This is an optimization exercise on Yosys and OpenROAD, whose aim is small area, not a production implementation. In this exercise RTL edits were held to simulation tests only and were not proved equivalent to the original. The flow treats the clock pin as an ideal source. Dropping or thinning the clock tree relies on that and would not hold on a real chip.

==> branch lagoon: inputs <==
Design adc_verilog, start of the top module:
module adc_verilog(CLK_IN, RST, SPI_MISO, AD_CONV, SPI_SCK, SPI_SS_B, AMP_CS,
	SF_CE0, FPGA_INIT_B, DAC_CS, SPI_MOSI, AMP_SHDN, DATA);
==> flow/config.mk <==
export PLATFORM = sky130hd
export DESIGN_NAME = adc_verilog
export DESIGN_NICKNAME = adc_verilog
export VERILOG_FILES = /design/flow/design.v
export SDC_FILE = /design/flow/constraint.sdc
export NUM_CORES = 4
export LEC_CHECK = 0
export CAP_MARGIN = 20
export CORE_AREA = 2 2 59 59
export DIE_AREA = 0 0 61 61
export GPL_TIMING_DRIVEN = 0
export SLEW_MARGIN = 20
export SYNTH_HIERARCHICAL = 1
==> flow/constraint.sdc <==
create_clock -name core_clock -period 10.0 [get_ports {CLK_IN}]
set_input_delay 2.0000 -clock core_clock [delete_from_list [all_inputs] [get_ports {CLK_IN}]]
set_output_delay 2.0000 -clock core_clock [all_outputs]
set_load 0.01 [all_outputs]
standard.sh (not shown) runs the stock make flow with config.mk's settings and CLKGATE_MAP_FILE= SYNTH_SCRIPT=/design/flow/synth_recipe.tcl, a recipe that flattens the netlist after the stock synthesis.
==> flow/flow/run.sh <==
#!/bin/bash
# Standard ORFS layout (the standard.sh) with:
#  - the smallest buffer on every port,
#  - synthesis buffers removed, combinational cells downsized and tie cells
#    merged after floorplan
#    (flow/downsize.tcl; the design has slack to spare),
#  - CTS's tree replaced by one level of clock buffers (flow/clock.tcl),
#  - tie cells left as synthesis made them.
# ORFS writes each step's full log under orfs/logs; make's output goes to flow.log.
set -euo pipefail
HERE=$(pwd)
export BUFFER_PORTS_ARGS="-buffer_cell sky130_fd_sc_hd__buf_1"
export POST_FLOORPLAN_TCL="$HERE/flow/downsize.tcl"
export POST_CTS_TCL="$HERE/flow/clock.tcl"
export CTS_ARGS="-sink_clustering_enable -repair_clock_nets -dont_use_dummy_load -buf_list sky130_fd_sc_hd__clkbuf_4 -root_buf sky130_fd_sc_hd__clkbuf_4 -sink_clustering_size 40 -sink_clustering_max_diameter 200"
export SKIP_REPAIR_TIE_FANOUT=1
bash standard.sh > "$HERE/flow.log" 2>&1
==> flow/flow/downsize.tcl <==
# Remove the buffers synthesis inserted (global placement does this only when
# it is timing driven), then give every combinational cell the smallest drive strength of its function.
# Flip-flops, tie cells, tap cells and buffers are left as they are.
remove_buffers
set db [ord::get_db]
set n 0
foreach inst [[ord::get_db_block] getInsts] {
  set master [$inst getMaster]
  set name [$master getName]
  if {![regexp {^(sky130_fd_sc_hd__[a-z0-9]+)_([0-9]+)$} $name -> base sz]} { continue }
  if {[regexp {__(df|edf|sdf|dl|conb|tap|fill|decap|buf|clkbuf|clkdly|dlygate|dlymetal)} $name]} { continue }
  # drivers of wide nets keep the drive strength synthesis gave them
  set fanout 0
  foreach it [$inst getITerms] {
    if {[$it isOutputSignal] && [$it getNet] ne "NULL"} {
      set fanout [expr {max($fanout, [llength [[$it getNet] getITerms]] - 1)}]
    }
  }
  if {$fanout >= 10} { continue }
  set best $name
  set bestw [$master getWidth]
  foreach s {0 1 2 4 6 8 12 16} {
    set cm [$db findMaster ${base}_$s]
    if {$cm eq "NULL"} { continue }
    if {[$cm getWidth] < $bestw} {
      set best ${base}_$s
      set bestw [$cm getWidth]
    }
  }
  if {$best ne $name} {
    replace_cell [$inst getName] $best
    incr n
  }
}
puts "downsize.tcl: resized $n cells"

# One tie cell has both a high and a low output: let a single conb_1 drive
# every constant net.
set ties {}
foreach inst [[ord::get_db_block] getInsts] {
  if {[[$inst getMaster] getName] eq "sky130_fd_sc_hd__conb_1"} { lappend ties $inst }
}
if {[llength $ties] > 1} {
  set keep [lindex $ties 0]
  foreach inst [lrange $ties 1 end] {
    foreach pin {HI LO} {
      set net [[$inst findITerm $pin] getNet]
      if {$net eq "NULL"} { continue }
      set kt [$keep findITerm $pin]
      if {[$kt getNet] ne "NULL"} {
        # keep's pin is already used: move this net's loads onto keep's net
        set knet [$kt getNet]
        foreach it [$net getITerms] { if {[$it getInst] ne $inst} { $it disconnect; $it connect $knet } }
        foreach bt [$net getBTerms] { $bt disconnect; $bt connect $knet }
        [$inst findITerm $pin] disconnect
        odb::dbNet_destroy $net
      } else {
        [$inst findITerm $pin] disconnect
        $kt connect $net
      }
    }
    odb::dbInst_destroy $inst
  }
  puts "downsize.tcl: merged [llength $ties] tie cells into one"
}
Other scripts of this flow, unchanged in this note and not shown: flow/flow/clock.tcl
==> branch yarrow (differences from branch lagoon) <==
--- a/flow/flow/downsize.tcl
+++ b/flow/flow/downsize.tcl
@@ -6,20 +6,12 @@
 set n 0
 foreach inst [[ord::get_db_block] getInsts] {
   set master [$inst getMaster]
   set name [$master getName]
   if {![regexp {^(sky130_fd_sc_hd__[a-z0-9]+)_([0-9]+)$} $name -> base sz]} { continue }
   if {[regexp {__(df|edf|sdf|dl|conb|tap|fill|decap|buf|clkbuf|clkdly|dlygate|dlymetal)} $name]} { continue }
-  # drivers of wide nets keep the drive strength synthesis gave them
-  set fanout 0
-  foreach it [$inst getITerms] {
-    if {[$it isOutputSignal] && [$it getNet] ne "NULL"} {
-      set fanout [expr {max($fanout, [llength [[$it getNet] getITerms]] - 1)}]
-    }
-  }
-  if {$fanout >= 10} { continue }
   set best $name
   set bestw [$master getWidth]
   foreach s {0 1 2 4 6 8 12 16} {
     set cm [$db findMaster ${base}_$s]
     if {$cm eq "NULL"} { continue }
     if {[$cm getWidth] < $bestw} {
==> branch cedar (differences from branch lagoon) <==
--- a/flow/design.v
+++ b/flow/design.v
@@ -132,13 +132,13 @@
 	always @(posedge CLK_IN) r_sH_1 <= n53;
 	assign n31 = r_sH_1;
 	reg r_sH_2;
 	always @(posedge CLK_IN) r_sH_2 <= n52;
 	assign n33 = r_sH_2;
 	reg r_sH_3;
-	always @(posedge CLK_IN) r_sH_3 <= n49;
+	always @(posedge CLK_IN) r_sH_3 <= n50;
 	assign n29 = r_sH_3;
 	reg r_AMP_CS;
 	always @(posedge CLK_IN) r_AMP_CS <= n63;
 	assign n8 = r_AMP_CS;
 	reg r_sq_0;
 	always @(posedge CLK_IN) r_sq_0 <= n65;
@@ -249,37 +249,37 @@
 	g_nor2_1 u7 (.A(n38), .B(n39), .Y(n40));
 	g_nor2_1 u8 (.A(n27), .B(n30), .Y(n41));
 	g_clkinv_1 u9 (.A(n41), .Y(n42));
 	g_o2111ai_1 u10 (.A1(n25), .A2(n37), .B1(n43), .C1(n40), .D1(n42), .Y(n44));
 	g_nor2_1 u11 (.A(n36), .B(n44), .Y(n45));
 	g_o21ai_0 u12 (.A1(n32), .A2(n34), .B1(n45), .Y(n46));
-	g_or3_1 u13 (.A(n33), .B(n46), .C(n29), .X(n47));
-	g_o21ai_0 u14 (.A1(n33), .A2(n46), .B1(n29), .Y(n48));
-	g_a31oi_1 u15 (.A1(n30), .A2(n47), .A3(n48), .B1(RST), .Y(n49));
-	g_nor2_1 u16 (.A(n33), .B(n46), .Y(n50));
-	g_a21oi_1 u17 (.A1(n33), .A2(n46), .B1(n50), .Y(n51));
+	g_nor3_1 u13 (.A(n33), .B(n39), .C(n46), .Y(n47));
+	g_nand2b_1 u14 (.A_N(n29), .B(n47), .Y(n48));
+	g_nand2b_1 u15 (.A_N(n47), .B(n29), .Y(n49));
+	g_a31oi_1 u16 (.A1(n30), .A2(n48), .A3(n49), .B1(RST), .Y(n50));
+	g_a21oi_1 u17 (.A1(n33), .A2(n46), .B1(n47), .Y(n51));
 	g_nor2_1 u18 (.A(RST), .B(n51), .Y(n52));
 	g_o32ai_1 u19 (.A1(RST), .A2(n45), .A3(n32), .B1(RST), .B2(n46), .Y(n53));
 	g_nand2_1 u20 (.A(n38), .B(n43), .Y(n54));
 	g_nand2_1 u21 (.A(n37), .B(n36), .Y(n55));
 	g_nor4_1 u22 (.A(n31), .B(n28), .C(n54), .D(n55), .Y(n56));
 	g_nor2_1 u23 (.A(RST), .B(n56), .Y(n57));
 	g_nor2b_1 u24 (.A(RST), .B_N(n56), .Y(n58));
 	g_o21ai_0 u25 (.A1(n38), .A2(n43), .B1(n54), .Y(n59));
 	g_nor2_1 u26 (.A(RST), .B(n42), .Y(n60));
 	g_nor2_1 u27 (.A(RST), .B(n41), .Y(n61));
-	g_a21oi_1 u28 (.A1(n8), .A2(n47), .B1(RST), .Y(n62));
-	g_o21ai_0 u29 (.A1(n8), .A2(n47), .B1(n62), .Y(n63));
+	g_a21oi_1 u28 (.A1(n8), .A2(n48), .B1(RST), .Y(n62));
+	g_o21ai_0 u29 (.A1(n8), .A2(n48), .B1(n62), .Y(n63));
 	g_nor2_1 u30 (.A(n25), .B(RST), .Y(n64));
 	g_o21ai_0 u31 (.A1(n26), .A2(n37), .B1(n64), .Y(n65));
 	g_or4_1 u32 (.A(n38), .B(n43), .C(n55), .D(n32), .X(n66));
 	g_nor2_1 u33 (.A(n39), .B(n66), .Y(n67));
 	g_clkinv_1 u34 (.A(n35), .Y(n68));
 	g_o32ai_1 u35 (.A1(n25), .A2(n30), .A3(n67), .B1(n68), .B2(n37), .Y(n6));
 	g_nor2b_1 u36 (.A(n66), .B_N(n39), .Y(n5));
-	g_nor3_1 u37 (.A(n8), .B(n33), .C(n31), .Y(n10));
+	g_nor3_1 u37 (.A(n8), .B(n31), .C(n33), .Y(n10));
 	g_a211oi_1 u38 (.A1(n68), .A2(n44), .B1(RST), .C1(n45), .Y(n69));
 	g_nor2_1 u39 (.A(n26), .B(RST), .Y(n70));
 	adc_sel2 u40 (.a(n58), .b(n57), .x(n86), .y(n11), .z(n71));
 	adc_sel2 u41 (.a(n58), .b(n57), .x(n106), .y(n21), .z(n81));
 	adc_sel2 u42 (.a(n58), .b(n57), .x(n108), .y(n22), .z(n82));
 	adc_sel2 u43 (.a(n58), .b(n57), .x(n110), .y(n23), .z(n83));
@@ -356,12 +356,17 @@
 endmodule
 module g_nand2_1(A, B, Y);
 	input A, B;
 	output Y;
 	assign Y = (~A) | (~B);
 endmodule
+module g_nand2b_1(A_N, B, Y);
+	input A_N, B;
+	output Y;
+	assign Y = (A_N) | (~B);
+endmodule
 module g_nor2_1(A, B, Y);
 	input A, B;
 	output Y;
 	assign Y = (~A&~B);
 endmodule
 module g_nor2b_1(A, B_N, Y);
@@ -391,17 +396,12 @@
 endmodule
 module g_o32ai_1(A1, A2, A3, B1, B2, Y);
 	input A1, A2, A3, B1, B2;
 	output Y;
 	assign Y = (~A1&~A2&~A3) | (~B1&~B2);
 endmodule
-module g_or3_1(A, B, C, X);
-	input A, B, C;
-	output X;
-	assign X = (A) | (B) | (C);
-endmodule
 module g_or4_1(A, B, C, D, X);
 	input A, B, C, D;
 	output X;
 	assign X = (A) | (B) | (C) | (D);
 endmodule
 module adc_sel2(a, x, b, y, z);
--- a/flow/flow/downsize.tcl
+++ b/flow/flow/downsize.tcl
@@ -6,20 +6,12 @@
 set n 0
 foreach inst [[ord::get_db_block] getInsts] {
   set master [$inst getMaster]
   set name [$master getName]
   if {![regexp {^(sky130_fd_sc_hd__[a-z0-9]+)_([0-9]+)$} $name -> base sz]} { continue }
   if {[regexp {__(df|edf|sdf|dl|conb|tap|fill|decap|buf|clkbuf|clkdly|dlygate|dlymetal)} $name]} { continue }
-  # drivers of wide nets keep the drive strength synthesis gave them
-  set fanout 0
-  foreach it [$inst getITerms] {
-    if {[$it isOutputSignal] && [$it getNet] ne "NULL"} {
-      set fanout [expr {max($fanout, [llength [[$it getNet] getITerms]] - 1)}]
-    }
-  }
-  if {$fanout >= 10} { continue }
   set best $name
   set bestw [$master getWidth]
   foreach s {0 1 2 4 6 8 12 16} {
     set cm [$db findMaster ${base}_$s]
     if {$cm eq "NULL"} { continue }
     if {[$cm getWidth] < $bestw} {
==> notes <==
- Utilization, lowest first: branch cedar, branch lagoon, branch yarrow.
- The lowest clock skew belongs to branch cedar, the highest to branch yarrow.
- In flip-flop and latch count, branch cedar and branch lagoon do not differ.
- Sequential share of layout area, lowest first: branch yarrow, branch lagoon, branch cedar.
- Branch lagoon finished with timing, DRC and antenna clean. Branch yarrow finished with timing, DRC and antenna clean. Branch cedar finished with timing, DRC and antenna clean.
- Die area is the same in branch lagoon and branch yarrow.
- Setup slack: branch lagoon < branch yarrow < branch cedar.
- Routed wire length: branch yarrow is higher than branch cedar (2.4%).
No run of this note takes its clock network from TritonCTS; it comes from the design's own scripts or RTL.

-- afterwards: timing with drivers on the ports --
No port has a modelled driver above. Below, the same layouts with a new extraction and two added sets of constraints.
Step 1 (the two cells are an assumption about what drives the block):
set clk [get_ports {CLK_IN}]
set_driving_cell -lib_cell sky130_fd_sc_hd__clkbuf_16 $clk
set_driving_cell -lib_cell sky130_fd_sc_hd__buf_2 [delete_from_list [all_inputs] $clk]
Step 2 also shifts input and output timing later by t, the mid clock arrival at the registers, as if the neighbouring blocks saw the same clock.
Three values: ideal ports, drivers, drivers and shift; two values: the first two.
run	t, ns	setup slack, ns	worst setup path at the end	latest minus earliest clock arrival (ns)	worst data-port slew with drivers (ns)
branch lagoon	0.192	6.194 / 6.162 / 6.354	register to output	0.005 / 0.005	0.03
branch yarrow	0.194	6.220 / 6.186 / 6.380	register to output	0.005 / 0.005	0.03
branch cedar	0.193	6.248 / 6.216 / 6.408	register to output	0.004 / 0.003	0.03
After both steps setup and hold are still met in every run listed.
